Background: an optimization exercise with open tools, aiming at small area, a short achievable clock period and few clock cycles. Do not read the settings as production practice. Function was checked by simulation only, so behaviour that the tests miss may differ from the original.

`design.v`:
```
module sort (
input CLK, input RST,
input req,
output reg [31:0] sequence_o,
output busy,
output reg done );
reg [3:0]  seq [7:0];
reg [3:0]  cnt;
reg [2:0]  pos;
reg [3:0]  num;
reg [3:0]  com_num;
reg [2:0]  com_pos;
integer i;
reg       [2:0] cs, ns;
parameter [2:0] IDLE    = 3'h0,
                SORT_1  = 3'h1,
                SORT_2  = 3'h2,
                SORT_3  = 3'h3,
                SORT_4  = 3'h4,
                SEQ_OUT = 3'h5;
assign busy = (cs == IDLE) ? 1'h1 : 1'h0;
always @(posedge CLK or posedge RST)begin
    if(RST)begin
        cs <= IDLE;
    end
    else begin
        cs <= ns;
    end
end
always @(*)begin
    case(cs)
        IDLE:begin
            if(req) ns <= SORT_1;
            else    ns <= IDLE;
        end
        SORT_1: ns <= SORT_2;
        SORT_2:begin
            if(cnt == (pos - 4'h1))begin
                ns <= SORT_3;
            end
            else begin
                ns <= SORT_2;
            end
        end
        SORT_3: ns <= SORT_4;
        SORT_4: ns <= SEQ_OUT;
        default:ns <= IDLE;
    endcase
end
always @(posedge CLK or posedge RST)begin
    if(RST)begin
        cnt <= 4'h0;
    end
    else begin
        case(cs)
            SORT_2:begin
                if(cnt == pos)begin
                    cnt <= 4'h0;
                end
                else begin
                    cnt <= cnt + 4'h1;
                end
            end
            default:begin
                cnt <= 4'h0;
            end
        endcase
    end
end
always @(posedge CLK or posedge RST)begin
    if(RST)begin
        pos     <= 3'h0;
        num     <= 4'h0;
        com_pos <= 3'h0;
        com_num <= 4'h9;
        done    <= 1'h0;
        for(i=0;i<8;i=i+1)begin
            seq[i] <= 7-i;
        end
    end
    else begin
        case(cs)
            SORT_1:begin
                if(seq[0] > seq[1])begin
                    pos <= 3'd1;
                    num <= seq[1];
                end
                else if(seq[1] > seq[2])begin
                    pos <= 3'd2;
                    num <= seq[2];
                end
                else if(seq[2] > seq[3])begin
                    pos <= 3'd3;
                    num <= seq[3];
                end
                else if(seq[3] > seq[4])begin
                    pos <= 3'd4;
                    num <= seq[4];
                end
                else if(seq[4] > seq[5])begin
                    pos <= 3'd5;
                    num <= seq[5];
                end
                else if(seq[5] > seq[6])begin
                    pos <= 3'd6;
                    num <= seq[6];
                end
                else if(seq[6] > seq[7])begin
                    pos <= 3'd7;
                    num <= seq[7];
                end
                else begin
                    pos <= 5'd0;
                    num <= 4'h0;
                    done <= 1'h1;
                end
            end
            SORT_2:begin
                case(pos)
                    3'h1:begin
                        seq[0] <= seq[1];
                        seq[1] <= seq[0];
                    end
                    3'h2, 3'h3, 3'h4, 3'h5, 3'h6, 3'h7:begin
                        if(seq[cnt] > seq[pos])begin
                            if(com_num > seq[cnt])begin
                                com_num <= seq[cnt];
                                com_pos <= cnt;
                            end
                        end
                    end
                endcase
            end
            SORT_3:begin
                case(pos)
                    3'h2, 3'h3, 3'h4, 3'h5, 3'h6, 3'h7:begin
                        seq[pos]     <= seq[com_pos];
                        seq[com_pos] <= seq[pos];
                    end
                endcase
                com_pos <= 3'h0;
                com_num <= 4'h9;
            end
            SORT_4:begin
                case(pos)
                    3'h2:begin
                        seq[0] <= seq[1];
                        seq[1] <= seq[0];
                    end
                    3'h3:begin
                        seq[0] <= seq[2];
                        seq[1] <= seq[1];
                        seq[2] <= seq[0];
                    end
                    3'h4:begin
                        seq[0] <= seq[3];
                        seq[1] <= seq[2];
                        seq[2] <= seq[1];
                        seq[3] <= seq[0];
                    end
                    3'h5:begin
                        seq[0] <= seq[4];
                        seq[1] <= seq[3];
                        seq[2] <= seq[2];
                        seq[3] <= seq[1];
                        seq[4] <= seq[0];
                    end
                    3'h6:begin
                        seq[0] <= seq[5];
                        seq[1] <= seq[4];
                        seq[2] <= seq[3];
                        seq[3] <= seq[2];
                        seq[4] <= seq[1];
                        seq[5] <= seq[0];
                    end
                    3'h7:begin
                        seq[0] <= seq[6];
                        seq[1] <= seq[5];
                        seq[2] <= seq[4];
                        seq[3] <= seq[3];
                        seq[4] <= seq[2];
                        seq[5] <= seq[1];
                        seq[6] <= seq[0];
                    end
                endcase
            end
        endcase
    end
end
always @(posedge CLK or posedge RST)begin
    if(RST)begin
        sequence_o <= 32'h01234567;
    end
    else begin
        if(cs == SEQ_OUT)begin
            sequence_o <= {seq[7], seq[6], seq[5], seq[4], seq[3], seq[2], seq[1], seq[0]};
        end
    end
end
endmodule
module JAM (
input CLK,
input RST,
output reg [2:0] W,
output reg [2:0] J,
input [6:0] Cost,
output reg [3:0] MatchCount,
output reg [9:0] MinCost,
output reg Valid );
reg req;
reg [3:0] cnt;
reg [9:0] sum;
reg [3:0] seq [7:0];
integer i;
reg [2:0] cs, ns;
parameter [2:0] IDLE        = 3'h0,
                CAL_COST    = 3'h1,
                JUDGE       = 3'h2,
                WAIT        = 3'h3,
                DONE        = 3'h4;
wire done;
wire busy;
wire sort_busy;
wire [31:0] sequence_o;
assign busy = (cs == WAIT) ? 1'h1 : 1'h0;
sort SORT0( .CLK(CLK), .RST(RST), .req(req), .sequence_o(sequence_o), .busy(sort_busy), .done(done));
always @(posedge CLK or posedge RST)begin
    if(RST)begin
        cs <= WAIT;
    end
    else begin
        cs <= ns;
    end
end
always @(*)begin
    case(cs)
        IDLE:begin
            ns <= CAL_COST;
        end
        CAL_COST:begin
            if(cnt == 4'h8)begin
                ns <= WAIT;
            end
            else begin
                ns <= CAL_COST;
            end
        end
        JUDGE:   ns <= WAIT;
        WAIT:begin
            if(done && busy)begin
                ns <= DONE;
            end
            else if(busy && sort_busy)begin
                ns <= CAL_COST;
            end
            else begin
                ns <= WAIT;
            end
        end
        DONE:    ns <= DONE;
        default: ns <= IDLE;
    endcase
end
always @(posedge CLK or posedge RST)begin
    if(RST)begin
       req <= 1'h0;
    end
    else begin
        case(cs)
            WAIT:begin
                req <= 1'h1;
            end
            default:begin
                req <= 1'h0;
            end
        endcase
    end
end
always @(posedge CLK or posedge RST)begin
    if(RST)begin
        cnt <= 4'h0;
    end
    else begin
        case(cs)
            CAL_COST:begin
                if(cnt == 4'h8)begin
                    cnt <= 4'h0;
                end
                else begin
                    cnt <= cnt + 4'h1;
                end
            end
            default:begin
                cnt <= 4'h0;
            end
        endcase
    end
end
always @(posedge CLK or posedge RST)begin
    if(RST)begin
        for(i=0;i<8;i=i+1)begin
            seq[i] <= 7-i;
        end
    end
    else begin
        if(cs == WAIT)begin
            seq[0] <= sequence_o[3:0];
            seq[1] <= sequence_o[7:4];
            seq[2] <= sequence_o[11:8];
            seq[3] <= sequence_o[15:12];
            seq[4] <= sequence_o[19:16];
            seq[5] <= sequence_o[23:20];
            seq[6] <= sequence_o[27:24];
            seq[7] <= sequence_o[31:28];
        end
    end
end
wire [9:0] sum_ = sum + Cost;
always @(posedge CLK or posedge RST)begin
    if(RST)begin
        Valid <= 1'h0;
        MatchCount <= 4'h1;
        MinCost <= 10'd1023;
        sum <= 10'h0;
    end
    else begin
        case(cs)
            CAL_COST:begin
                if((cnt >= 4'h1) && (cnt <= 4'h8))begin
                    sum <= sum_;
                end
                if(cnt == 8) begin
                    if(MinCost > sum_)begin
                        MinCost <= sum_;
                        MatchCount <= 4'h1;
                    end
                    else if(MinCost == sum_)begin
                        MatchCount <= MatchCount + 4'h1;
                    end
                end
            end
            JUDGE:begin
            end
            DONE:begin
                Valid <= 1'h1;
            end
            default:    sum <= 10'h0;
        endcase
    end
end
always @(*)begin
    if(cs == CAL_COST)begin
        if(cnt <= 4'h7)begin
            W <= cnt;
            J <= seq[cnt];
        end
        else begin
            W <= 3'h0;
            J <= 3'h0;
        end
    end
    else begin
        W <= 3'h0;
        J <= 3'h0;
    end
end
endmodule
```
`config.mk`:
```
export PLATFORM = sky130hd
export DESIGN_NAME = JAM
export DESIGN_NICKNAME = JAM
export VERILOG_FILES = /design/flow/design.v
export SDC_FILE = /design/flow/constraint.sdc
export NUM_CORES = 4
export LEC_CHECK = 0
export CAP_MARGIN = 20
export CORE_MARGIN = 2
export CORE_UTILIZATION = 40
export SLEW_MARGIN = 20
```
`run.sh`:
```
#!/bin/bash
# synth_recipe.tcl (not shown) runs the flow's synth.tcl, then flattens the netlist and writes it again
# the make line also repeats each setting of config.mk as NAME=value (left out here)
make -C /OpenROAD-flow-scripts/flow DESIGN_CONFIG=/design/flow/config.mk WORK_HOME=/design/flow/orfs CLKGATE_MAP_FILE= SYNTH_SCRIPT=/design/flow/synth_recipe.tcl finish
```
`constraint.sdc`:
```
create_clock -name core_clock -period 6.0 [get_ports {CLK}]
set_input_delay 1.2000 -clock core_clock [delete_from_list [all_inputs] [get_ports {CLK}]]
set_output_delay 1.2000 -clock core_clock [all_outputs]
set_load 0.01 [all_outputs]
```
==> results.toml <==
[run_status]
status = "timing/DRC/antenna clean"

[floorplan]
fp.dieH_um = 156
num_rows = 55
io_pins = 30
die_area_um2 = 24200
die_w_um = 156
core_um2 = 22600
initial_core_util = 0.407

[global_routing]
grt_pass1_vias = 7859
grt_usage = 0.241
overflow = 0
grt_pass1_wl_um = 45100
antenna_found_initial = 0
gr-max-usage-layer = "met2"
met3_usage = 0.0550
grt.met2_usage = 0.363
grt_max_degree = 97
use_met1 = 0.337

[critical_path]
crit_type = "in -> reg"
slowest_stage = "nor4b_1"
crit_fanout = 9
path_buf_inv = 2
cp.required_ns = 6.36
max_stage_delay_ns = 0.52
cp-start-kind = "primary input"
crit_family = "simple AND/OR/NAND/NOR gates"
arrival_ns = 5.23
worstSetupEndpointType = "register"
cp_cell_sequence = "clkdlybuf4s50_1 > ha_1 > inv_1 > fa_1 > nor2b_1 > o21ai_1 > a21oi_1 > nor4b_1 > nor4b_1 > ha_1 > and4_1 > nand4_1 > nand3_1 > nor2_2 > mux2_1"

[sta]
slew_violations = 0
relSlewSlack = 0.359
worstMarginPinSlew_ns = 0.959
max_freq_mhz = 205
hold_viol = 0
rsz0062_at_grt = "no"
fin_crit_sh = 0.811
tns_ns = 0
fin_worst_skew_ns = 0.0134
finalSetupViolations = 0
finalCriticalPeriod_ns = 4.87

[routing]
post_drt_via_cell_ratio = 6.09
firstDrtPassIters = 8
avgRoutedWirePerCell_um = 21.1
drt_iter0_markers = 904
ant_nets = 0
drc_errors = 0
vias = 8209
routed_wl_um = 28400

[hold_path]
hold_class = "reg -> reg"

[synth]
yosys_warnings = 4
synth_seq_cells = 131
synth_cell_types = 79
synth_edf_count = 0
yosys.cell_count.top_type = "nand2_1"
synth_seq_area_share = 0.364
ys.flop_type = "dfrtp_1"
async_flop_share = 1.00
synth.top_cell.area_share = 0.218
postSynthCellCount = 1047
synth_nets = 1129
yosysTopAreaCell = "dfrtp_1"
netlist_top_cells_area = "dfrtp_1, dfstp_2, ha_1"
syn_avg_cell_area_um2 = 8.78
synthTopCellsByCount = "nand2_1, dfrtp_1, o21ai_0"
syn_area_um2 = 9190

[clock_network]
cts.hold.buffers_added = 0
clkLatencyLatePin_ns = 0.44
cts.htree.levels = 4
cts-root-buf = "clkbuf_16"
cts_tree = "yes"
cts_made_buffers = 17
clk_pin_slew_ns = 0.06
cts.sinks = 131
cts_resized = 0
postCtsSetupBuffers = 0
cts_buffer_depth = 2

[final_layout]
area_growth_syn_to_layout_pct = 11.2
final_core_util = 0.453
drive_gt1_frac = 0.125
finalNonFillerCells = 1347
ff_latch_area_um2 = 3340
layout.nets = 1131
nFillCells = 2200
multiInputGateArea_um2 = 5340
diodes = 0

[flow_run]
cap_violations = 0

[place]
port-buffer-count = 29
placed_cells = 1315
gp_congestion = 0.978
dp_hpwl_um = 19500

[power_and_ir_drop]
powerDensity_nw_per_um2 = 190
p_leak_nw = 4.19
p_total_w = 0.00194
vdd_ir_drop_max_mv = 0.172
-- kinds of logic (layout without fill, tap and decap cells) --
family          count (synthesis)  after routing  share of synthesized area
xor+xnor                       14             14                     0.0133
mux                            49             49                     0.0599
buf+inv                       126            141                     0.0559
simple gates                  334            334                      0.172
compound gates                320            320                      0.235
flops                         131            131                      0.364
fa+ha+maj                      73             73                      0.100
-- metrics by stage --
stage	worst slack [ns]	area [um^2]	hold slack, ns
6_report	1.13	10200	0.447
5_1_grt	0.743	10200	0.475
4_1_cts	1.12	10200	0.454
3_5_place_dp	0.660	9670	0.450
3_3_place_gp	0.727	9670	0.442
2_1_floorplan	1.39	9190	0.432
-- report_power, final --
part	total (W)	internal (W)	switching [W]
sequential	0.000893	0.000890	0.00000303
clock	0.000996	0.000569	0.000426
combinational	0.0000538	0.0000196	0.0000342
-- final cells by class --
cell class / count / area share
Multi-Input combinational cell: 790 / 0.522
Sequential cell: 131 / 0.327
Clock buffer: 20 / 0.0427
Timing Repair Buffer: 40 / 0.0365
Tap cell: 285 / 0.0349
Inverter: 69 / 0.0258
Clock inverter: 12 / 0.0107
-- flip-flops by register name, indices dropped and copies added (netlist names), 4 cells and up --
name              cells
SORT0.seq            32
SORT0.sequence_o     24
seq                  24
MinCost              10
sum                  10
MatchCount            4
SORT0.cnt             4
SORT0.com_num         4
cnt                   4
-- path summary, 6_finish.rpt --
| kind | from | end | slack [ns] | depth (start not counted) |
|---|---|---|---|---|
| min reg2reg | SORT0.sequence_o[8] | seq[2][0] | 0.45 | 2 |
| min in group asynchronous | RST | SORT0.seq[6][3] | 1.33 | 2 |
| max | Cost[0] | MinCost[2] | 1.13 | 15 |
| max in group asynchronous | RST | SORT0.sequence_o[6] | 3.60 | 3 |
| max reg2reg | SORT0.pos[1] | SORT0.com_pos[0] | 1.94 | 13 |
| min | SORT0.sequence_o[8] | seq[2][0] | 0.45 | 2 |
-- layer usage --
metal	up-vias	routed length (um)	part of all wire
met3	92	2410	0.085
met5	-	0	0
met1	3918	12600	0.44
li1	3809	-	-
met2	390	12500	0.44
met4	0	972	0.034
-- cell usage in the layout (no fill, tap or decap), drive strengths merged, types with 8 or more instances in the layout --
master	Yosys	final
a211oi	24	24
a21o	13	13
a21oi	56	56
a221oi	16	16
a222oi	13	13
a22o	14	14
a22oi	13	13
a31oi	15	15
buf	20	11
clkbuf	37	20
clkdlybuf4s50	0	29
dfrtp	80	80
dfstp	51	51
ha	72	72
inv	69	71
mux2	18	18
mux2i	28	28
nand2	157	157
nand3	18	18
nand4	8	8
nor2	77	77
nor2b	18	18
nor3	15	15
o211ai	10	10
o21ai	87	87
o22ai	10	10
xnor2	8	8
-- worst reg2reg max path, delay by kind of cell (launching register included) --
kind,cells,cell delay [ns]
compound gates,6,1.23
fa+ha+maj,2,1.04
buf+inv,2,0.40
flops,1,0.78
simple gates,3,0.55
Testbench counts, summed over its fixed seeds: cycles 4,843,188.

==> separate check: timing with driven ports <==
No port has a modelled driver above. Below, the same layout with a new extraction and two added sets of constraints.
Step 1, drivers: a clkbuf_16 drives CLK and a buf_2 each remaining input, both assumed.
Step 2, shift: input delay + t, output delay - t, t = (earliest + latest rising clock arrival at the registers) / 2. This alone moves slack from input paths to output paths.
a / b / c = no drivers / after step 1 / after step 2; a / b = the first two.
t, ns: 0.478
slack for setup (ns): 1.133 / 1.152 / 0.674
hold WS [ns]: 0.447 / 0.447 / 0.447
cell pins on the clock port's net: 1
After both steps setup and hold are still met in this run. For this run, drivers alone change the setup slack by +0.019 ns; drivers and shift together by -0.459 ns.
